This is an optimization exercise on Yosys and OpenROAD, whose aim is small area and a short achievable clock period, not a production implementation.
The RTL was checked by simulation tests, not by an equivalence proof against the original design.

## LIFSIM
module LIFSIM (
    input  wire        clk,
    input  wire        reset,
    input  wire [15:0] I_app,
    input  wire [15:0] I_fb,
    output wire [15:0] V_mem,
    output wire [15:0] V_out,
    output wire [15:0] U_leak,
    output wire [31:0] dU_dt,
    output wire [31:0] dV_dt
);
export LEC_CHECK = 0
export CAP_MARGIN = 20
export CORE_MARGIN = 2
export CORE_UTILIZATION = 60
export PLACE_DENSITY = 0.5
export SETUP_SLACK_MARGIN = 3.7
export SLEW_MARGIN = 20
create_clock -name core_clock -period 7.0 [get_ports {clk}]
standard.sh (not shown) runs the stock make flow with config.mk's settings and CLKGATE_MAP_FILE= SYNTH_SCRIPT=/design/flow/synth_recipe.tcl, a recipe that flattens the netlist after the stock synthesis.
==> flow/flow/run.sh <==
#!/bin/bash
# Standard ORFS layout; only synthesis's abc mapping (flow/my_synth.tcl) and the port
# buffer cell differ. Each tool's output goes to a log in this folder.
set -euo pipefail
W=$(pwd)
export MY_ABC_SCRIPT=$W/flow/abc_main.script
export MY_CONE_SCRIPT=$W/flow/abc_cone.script
export MY_NO_FA=1
PORTBUF=$(cat $W/flow/portbuf 2>/dev/null || echo sky130_fd_sc_hd__buf_1)
bash standard.sh SYNTH_SCRIPT=$W/flow/my_synth.tcl "BUFFER_PORTS_ARGS=-buffer_cell $PORTBUF" $(cat $W/flow/extra 2>/dev/null || true) finish > $W/make_finish.log 2>&1
==> flow/flow/abc_cone.script <==
strash
dch -f
map -D 700
topo
upsize -D 700
dnsize -D 700
==> flow/flow/abc_main.script <==
strash
dch -f
map -D 2000
topo
upsize -D 2000
dnsize -D 2000
==> flow/flow/extra <==
SKIP_REPAIR_TIE_FANOUT=1
==> flow/flow/my_synth.tcl <==
proc synth {args} { yosys synth -nofsm -noshare {*}$args }
# Same synthesis as synth_recipe.tcl, with a different abc script and delay target.
proc abc {args} {
  set out {}
  set skip 0
  foreach a $args {
    if { $skip } { set skip 0; continue }
    if { $a eq "-script" || $a eq "-D" } { set skip 1; continue }
    lappend out $a
  }
  if { [info exists ::env(MY_ABC_SCRIPT)] && $::env(MY_ABC_SCRIPT) ne "" } {
    lappend out -script $::env(MY_ABC_SCRIPT)
  } else {
    lappend out -script $::env(SCRIPTS_DIR)/abc_speed.script
  }
  if { [info exists ::env(MY_ABC_D)] && $::env(MY_ABC_D) ne "" } {
    lappend out -D $::env(MY_ABC_D)
  }
  if { [info exists ::env(MY_CONE_SCRIPT)] && $::env(MY_CONE_SCRIPT) ne "" } {
    # map the input cone of the U_leak registers first, with its own (tighter) script
    set cone {}
    foreach a $out { lappend cone $a }
    set i [lsearch $cone -script]
    set cone [lreplace $cone [expr {$i + 1}] [expr {$i + 1}] $::env(MY_CONE_SCRIPT)]
    yosys select -set ucone c:u_r* %ci*:-sky130_fd_sc_hd__dfxtp_1\[Q\]
    yosys select -list @ucone
    yosys abc {*}$cone @ucone
  }
  yosys abc {*}$out
}
if { [info exists ::env(MY_NO_FA)] && $::env(MY_NO_FA) eq "1" } {
  proc extract_fa {args} { puts "extract_fa skipped" }
}
source $::env(SCRIPTS_DIR)/synth.tcl
# left out here: clear keep_hierarchy, flatten, clean up, hide names made inside functions, write 1_2_yosys.v
Edit:
--- a/flow/config.mk
+++ b/flow/config.mk
@@ -10,4 +10,3 @@
 export CORE_UTILIZATION = 60
-export PLACE_DENSITY = 0.5
-export SETUP_SLACK_MARGIN = 3.7
+export SETUP_SLACK_MARGIN = 4.0
 export SLEW_MARGIN = 20
Outcome:
- die area stays the same
- setup slack gets better by 0.056 ns
- non-clock buffer count is higher by 35
- cell count is higher by 2.7%
- wire length is higher by 16%
- clock skew barely changes
- worst hold slack hardly moves
- register-to-register slack gets better by 0.06 ns
- first-iteration DRC count is higher by 8.1%
Edit:
==> flow/flow/run.sh (replaced) <==
#!/bin/bash
# Standard ORFS layout; only synthesis's abc mapping (flow/my_synth.tcl), the port
# buffer cell and the make settings in flow/extra differ. Tool output goes to logs here.
set -euo pipefail
W=$(pwd)
export MY_ABC_SCRIPT=$W/flow/abc_main.script
export MY_CONE_SCRIPT=$W/flow/abc_cone.script
export MY_NO_FA=1
EXTRA=()
if [[ -f $W/flow/extra ]]; then mapfile -t EXTRA < $W/flow/extra; fi
bash standard.sh SYNTH_SCRIPT=$W/flow/my_synth.tcl "${EXTRA[@]}" finish > $W/make_finish.log 2>&1
==> flow/flow/abc_cone.script (replaced) <==
strash
dch -f
map -D 1200
topo
upsize -D 1200
dnsize -D 1200
==> flow/flow/abc_main.script (replaced) <==
strash
dch -f
map -B 0.9
topo
stime -c
buffer -c
upsize -c
dnsize -c
==> flow/flow/extra (replaced) <==
BUFFER_PORTS_ARGS=-buffer_cell sky130_fd_sc_hd__buf_1
SKIP_REPAIR_TIE_FANOUT=1
--- a/flow/config.mk
+++ b/flow/config.mk
@@ -10,3 +10,3 @@
 export CORE_UTILIZATION = 60
-export SETUP_SLACK_MARGIN = 4.0
+export SETUP_SLACK_MARGIN = 4.2
 export SLEW_MARGIN = 20
After rerunning: The changed run produced a clean layout. Synthesized area climbs by 12%. Cell count climbs by 17%. Clock skew stays flat. Utilization drops by 5.7 points. Wire length climbs by 6.8%. Cell area climbs by 3.7%. Synthesized cell count climbs by 23%. Worst hold slack is better by 0.011 ns.
Edit:
==> flow/flow/abc_main.script (replaced) <==
strash
dch -f
map -D 2400
topo
upsize -D 2400
dnsize -D 2400
--- a/flow/config.mk
+++ b/flow/config.mk
@@ -10,3 +10,3 @@
 export CORE_UTILIZATION = 60
-export SETUP_SLACK_MARGIN = 4.2
+export SETUP_SLACK_MARGIN = 3.7
 export SLEW_MARGIN = 20
Effect: The changed run finished clean; fmax fell by 17%; global-route usage fell by 2.2 points; routed wire length fell by 16%; critical path depth rose by 7; first-iteration DRC count fell by 22%; via count fell by 17%; final area fell by 9.4%; worst setup slack loses 0.55 ns; register-to-register slack loses 0.73 ns; area after synthesis fell by 13%.
Edit:
==> flow/flow/run.sh (replaced) <==
#!/bin/bash
# Standard ORFS layout; only synthesis's abc mapping (flow/my_synth.tcl) and the port
# buffer cell differ. Each tool's output goes to a log in this folder.
set -euo pipefail
W=$(pwd)
export MY_ABC_SCRIPT=$W/flow/abc_main.script
export MY_CONE_SCRIPT=$W/flow/abc_cone.script
export MY_NO_FA=1
PORTBUF=$(cat $W/flow/portbuf 2>/dev/null || echo sky130_fd_sc_hd__buf_1)
bash standard.sh SYNTH_SCRIPT=$W/flow/my_synth.tcl "BUFFER_PORTS_ARGS=-buffer_cell $PORTBUF" $(cat $W/flow/extra 2>/dev/null || true) finish > $W/make_finish.log 2>&1
==> flow/flow/abc_cone.script (replaced) <==
strash
dch -f
map -D 700
topo
upsize -D 700
dnsize -D 700
==> flow/flow/abc_main.script (replaced) <==
strash
dch -f
map -D 2000
topo
upsize -D 2000
dnsize -D 2000
==> flow/flow/extra (replaced) <==
SKIP_REPAIR_TIE_FANOUT=1
--- a/flow/config.mk
+++ b/flow/config.mk
@@ -9,3 +9,3 @@
 export CORE_MARGIN = 2
-export CORE_UTILIZATION = 60
+export CORE_UTILIZATION = 45
 export SETUP_SLACK_MARGIN = 3.7
After rerunning:
- worst setup slack is better by 0.23 ns
- wire length rose by 2.7%

---

trial 61:
Starting RTL as in the previous note.
export LEC_CHECK = 0
export CAP_MARGIN = 20
export CORE_MARGIN = 2
export CORE_UTILIZATION = 60
export CTS_BUF_LIST = sky130_fd_sc_hd__clkbuf_4
export CTS_CLUSTER_DIAMETER = 150
export CTS_CLUSTER_SIZE = 40
export SETUP_SLACK_MARGIN = 3.7
export SLEW_MARGIN = 20
create_clock -name core_clock -period 7.0 [get_ports {clk}]
==> flow/flow/run.sh <==
#!/bin/bash
# Standard ORFS layout; only synthesis's abc mapping (flow/my_synth.tcl) and the port
# buffer cell differ. Each tool's output goes to a log in this folder.
set -euo pipefail
W=$(pwd)
export MY_ABC_SCRIPT=$W/flow/abc_main.script
export MY_CONE_SCRIPT=$W/flow/abc_cone.script
export MY_NO_FA=1
PORTBUF=$(cat $W/flow/portbuf 2>/dev/null || echo sky130_fd_sc_hd__buf_1)
bash standard.sh SYNTH_SCRIPT=$W/flow/my_synth.tcl "BUFFER_PORTS_ARGS=-buffer_cell $PORTBUF" $(cat $W/flow/extra 2>/dev/null || true) finish > $W/make_finish.log 2>&1
==> flow/flow/abc_cone.script <==
strash
dch -f
map -D 700
topo
upsize -D 700
dnsize -D 700
==> flow/flow/abc_main.script <==
strash
dch -f
map -D 2000
topo
upsize -D 2000
dnsize -D 2000
==> flow/flow/extra <==
SKIP_REPAIR_TIE_FANOUT=1
Scripts as last shown in full above: flow/flow/my_synth.tcl
[inputs] trial 62 vs trial 61
==> flow/flow/run.sh <==
#!/bin/bash
# Standard ORFS layout; only synthesis's abc mapping (flow/my_synth.tcl), the port
# buffer cell and the make settings in flow/extra differ. Tool output goes to logs here.
set -euo pipefail
W=$(pwd)
export MY_ABC_SCRIPT=$W/flow/abc_main.script
export MY_CONE_SCRIPT=$W/flow/abc_cone.script
export MY_NO_FA=1
EXTRA=()
if [[ -f $W/flow/extra ]]; then mapfile -t EXTRA < $W/flow/extra; fi
bash standard.sh SYNTH_SCRIPT=$W/flow/my_synth.tcl "${EXTRA[@]}" finish > $W/make_finish.log 2>&1
==> flow/flow/abc_cone.script <==
strash
dch -f
map -D 1200
topo
upsize -D 1200
dnsize -D 1200
==> flow/flow/abc_main.script <==
strash
dch -f
map -B 0.9
topo
stime -c
buffer -c
upsize -c
dnsize -c
==> flow/flow/extra <==
BUFFER_PORTS_ARGS=-buffer_cell sky130_fd_sc_hd__buf_1
SKIP_REPAIR_TIE_FANOUT=1
-- flow/config.mk --
<<< trial 61, line 9
export CORE_MARGIN = 2
export CORE_UTILIZATION = 60
export CTS_BUF_LIST = sky130_fd_sc_hd__clkbuf_4
export CTS_CLUSTER_DIAMETER = 150
export CTS_CLUSTER_SIZE = 40
export SETUP_SLACK_MARGIN = 3.7
export SLEW_MARGIN = 20
>>> trial 62, line 9
export CORE_MARGIN = 2
export CORE_UTILIZATION = 60
export SETUP_SLACK_MARGIN = 4.0
export SLEW_MARGIN = 20
--- outcome ---
Buffering stage count on the worst path with inverters included, trial 62 and trial 61, lower one = trial 62.
Per the comparison of trial 62 with trial 61, core utilization of the finished layout went down by 1.0 points, wire length went up by about 17%, global-route usage went up by 2.2 points, sequential share of layout area went down by 1.8 points, wire length of the first global-routing pass went up by 23%.
Sort trial 62 and trial 61 by number of buffers outside the clock class in the layout desc -> top: trial 61

---

v10:
Starting RTL as in the previous note.
==> flow/config.mk <==
export PLATFORM = sky130hd
export DESIGN_NAME = LIFSIM
export DESIGN_NICKNAME = LIFSIM
export VERILOG_FILES = /design/flow/design.v
export SDC_FILE = /design/flow/constraint.sdc
export NUM_CORES = 4
export LEC_CHECK = 0
export CAP_MARGIN = 20
export CORE_MARGIN = 2
export CORE_UTILIZATION = 60
export SETUP_SLACK_MARGIN = 3.7
export SLEW_MARGIN = 20
==> flow/constraint.sdc <==
create_clock -name core_clock -period 7.0 [get_ports {clk}]
set_input_delay 1.4000 -clock core_clock [delete_from_list [all_inputs] [get_ports {clk}]]
set_output_delay 1.4000 -clock core_clock [all_outputs]
set_load 0.01 [all_outputs]
==> flow/flow/run.sh <==
#!/bin/bash
# Standard ORFS layout; only synthesis's abc mapping (flow/my_synth.tcl), the port
# buffer cell and the make settings in flow/extra differ. Tool output goes to logs here.
set -euo pipefail
W=$(pwd)
export MY_ABC_SCRIPT=$W/flow/abc_main.script
export MY_CONE_SCRIPT=$W/flow/abc_cone.script
export MY_NO_FA=1
EXTRA=()
if [[ -f $W/flow/extra ]]; then mapfile -t EXTRA < $W/flow/extra; fi
bash standard.sh SYNTH_SCRIPT=$W/flow/my_synth.tcl "${EXTRA[@]}" finish > $W/make_finish.log 2>&1
==> flow/flow/abc_cone.script <==
strash
dch -f
map -D 1200
topo
upsize -D 1200
dnsize -D 1200
==> flow/flow/abc_main.script <==
strash
dch
map -B 0.9
topo
stime -c
buffer -c
upsize -c
dnsize -c
==> flow/flow/extra <==
BUFFER_PORTS_ARGS=-buffer_cell sky130_fd_sc_hd__buf_1
SKIP_REPAIR_TIE_FANOUT=1
Scripts as last shown in full above: flow/flow/my_synth.tcl
v10 did not stop at any stage, and its layout met the timing, DRC and antenna checks.
Edits applied to the flow inputs when going from v10 to v42:
Settings: SETUP_SLACK_MARGIN: 3.7 -> 3.8.
==> flow/flow/abc_main.script <==
strash
dch -f
map -D 2000
topo
upsize -D 2000
dnsize -D 2000
## What came out
Minimum period implied by the final worst setup slack delta for v42 relative to v10: 0.065 ns higher
Taking v10 as the reference, in v42 via count of the first global-routing pass down 1099; initial core utilization roughly the same; non-clock buffering overhead in the final layout grew by 2.0 points; multi-input gate share of the layout cell area went down.
Looking at area share of and/or/nand/nor cells after synthesis, v42 sits below v10.
v10 reports its source of the critical timing path as v_r[0] while v42 reports v_r[5].
For v51, these inputs were changed with respect to v42:
Settings: swapping 3.8 for 4.0 in SETUP_SLACK_MARGIN.
==> flow/flow/abc_main.script <==
strash
dch
map -B 0.9
topo
stime -c
buffer -c
upsize -c
dnsize -c
Findings:
- Fraction of area in multi-input gates, v42 and v51, higher one = v51.
- Compared with v42, v51 shows a higher final design instance area without fill.
- On number of combinational gates with multiple inputs: between v42 and v51, it ends up lower for v42.
- Going from v42 to v51, the fill cell instance count of the final layout was found to have gone up by 257.
- Looking only at final worst slack, and setting everything else aside, the higher value of v42 and v51 goes to v51.
- From v42 to v51 the numbers moved as follows: overall die area up about 17%, iteration-0 DRC count of the detailed router went down by 13%.
Changes in v3 relative to v51:
Settings: SETUP_SLACK_MARGIN: 4.0 -> 3.85; CORE_UTILIZATION: 60 -> 70.
==> flow/flow/run.sh <==
#!/bin/bash
# Standard ORFS layout; only synthesis's abc mapping (flow/my_synth.tcl) and the port
# buffer cell differ. Each tool's output goes to a log in this folder.
set -euo pipefail
W=$(pwd)
export MY_ABC_SCRIPT=$W/flow/abc_main.script
export MY_CONE_SCRIPT=$W/flow/abc_cone.script
export MY_NO_FA=1
PORTBUF=$(cat $W/flow/portbuf 2>/dev/null || echo sky130_fd_sc_hd__buf_1)
bash standard.sh SYNTH_SCRIPT=$W/flow/my_synth.tcl "BUFFER_PORTS_ARGS=-buffer_cell $PORTBUF" $(cat $W/flow/extra 2>/dev/null || true) finish > $W/make_finish.log 2>&1
==> flow/flow/abc_cone.script <==
strash
dch -f
map -D 700
topo
upsize -D 700
dnsize -D 700
==> flow/flow/abc_main.script <==
strash
dch -f
map -D 2000
topo
upsize -D 2000
dnsize -D 2000
==> flow/flow/extra <==
SKIP_REPAIR_TIE_FANOUT=1
==> comparison <==
Of v3 and v51, the higher area used by multi-input combinational logic belongs to v51.
Against v51, v3 reports a total placed cells including tap cells that is lower.
Compared to v51, v3 has overall die area 26% lower.
What v19 does differently from v3 at the input level:
Settings: CORE_UTILIZATION: 70 -> 60; SETUP_SLACK_MARGIN: 3.85 -> 3.8.
==> flow/flow/run.sh <==
#!/bin/bash
# Standard ORFS layout; only synthesis's abc mapping (flow/my_synth.tcl), the port
# buffer cell and the make settings in flow/extra differ. Tool output goes to logs here.
set -euo pipefail
W=$(pwd)
export MY_ABC_SCRIPT=$W/flow/abc_main.script
export MY_CONE_SCRIPT=$W/flow/abc_cone.script
export MY_NO_FA=1
EXTRA=()
if [[ -f $W/flow/extra ]]; then mapfile -t EXTRA < $W/flow/extra; fi
bash standard.sh SYNTH_SCRIPT=$W/flow/my_synth.tcl "${EXTRA[@]}" finish > $W/make_finish.log 2>&1
==> flow/flow/abc_cone.script <==
strash
dch -f
map -D 1200
topo
upsize -D 1200
dnsize -D 1200
==> flow/flow/abc_main.script <==
strash
dch -f
map -D 2000
topo
stime -c
buffer -c
upsize -c
dnsize -c
==> flow/flow/extra <==
BUFFER_PORTS_ARGS=-buffer_cell sky130_fd_sc_hd__buf_1
SKIP_REPAIR_TIE_FANOUT=1
==> run notes <==
[compare] base=v3 new=v19: area occupied by multi-input gates has decreased; worst-case headroom to the max-slew limit has increased; starting density of the core has decreased; worst setup slack has increased.
Cmp v3 and v19 / area share of buffers outside the clock network / higher: v3
The flip-flop and latch share of the layout cell area of v19 and that of v3 are within noise of each other.
Minimum setup slack among reg-to-reg paths: v19 higher than v3
v19: full flow OK, the timing, DRC and antenna checks passed

-- afterwards: timing with drivers on the ports --
In the flow no input, the clock included, has a driving cell. The finished layouts below were timed again as built, in two steps. Step 1 assumes that a clkbuf_16 drives the clock port and a buf_2 every other input. Step 2 adds t to the input delays and takes it off the output delays; t is the mean of the earliest and latest rising clock arrival at the registers after step 1. Input paths then give back, and output paths get back, about the clock's delay inside the block. Three values: no drivers, after step 1, after step 2; two values: the first two.
run | t, ns | setup WS [ns] | clock arrival spread, ns | slew at the worst register clock pin (ns) | cell pins on the clock port's net
the first run of note 1 | 0.378 | 3.912 / 3.912 / 3.730 | 0.012 / 0.011 | 0.07 / 0.07 | 1
the second run of note 1 | 0.384 | 3.968 / 3.968 / 3.824 | 0.012 / 0.012 | 0.07 / 0.07 | 1
the third run of note 1 | 0.374 | 4.226 / 4.231 / 3.856 | 0.009 / 0.009 | 0.06 / 0.06 | 1
the fourth run of note 1 | 0.388 | 3.673 / 3.673 / 3.673 | 0.028 / 0.028 | 0.10 / 0.10 | 1
the fifth run of note 1 | 0.384 | 3.901 / 3.901 / 3.785 | 0.010 / 0.010 | 0.06 / 0.06 | 1
trial 61 | 0.446 | 3.920 / 3.920 / 3.726 | 0.017 / 0.017 | 0.10 / 0.10 | 1
trial 62 | 0.376 | 4.171 / 4.171 / 3.795 | 0.011 / 0.011 | 0.06 / 0.06 | 1
v10 | 0.363 | 4.028 / 4.028 / 3.827 | 0.007 / 0.006 | 0.06 / 0.06 | 1
v42 | 0.373 | 3.963 / 3.963 / 3.722 | 0.012 / 0.012 | 0.07 / 0.07 | 1
v51 | 0.363 | 4.223 / 4.237 / 3.874 | 0.007 / 0.006 | 0.06 / 0.06 | 1
v3 | 0.379 | 3.898 / 3.898 / 3.774 | 0.014 / 0.014 | 0.08 / 0.08 | 1
v19 | 0.376 | 3.954 / 3.954 / 3.769 | 0.022 / 0.023 | 0.09 / 0.09 | 1
After both steps every run listed still meets setup and hold. The setup slack of trial 62, which loses most, moves by 0.000 ns with the drivers and by -0.376 ns with both steps.
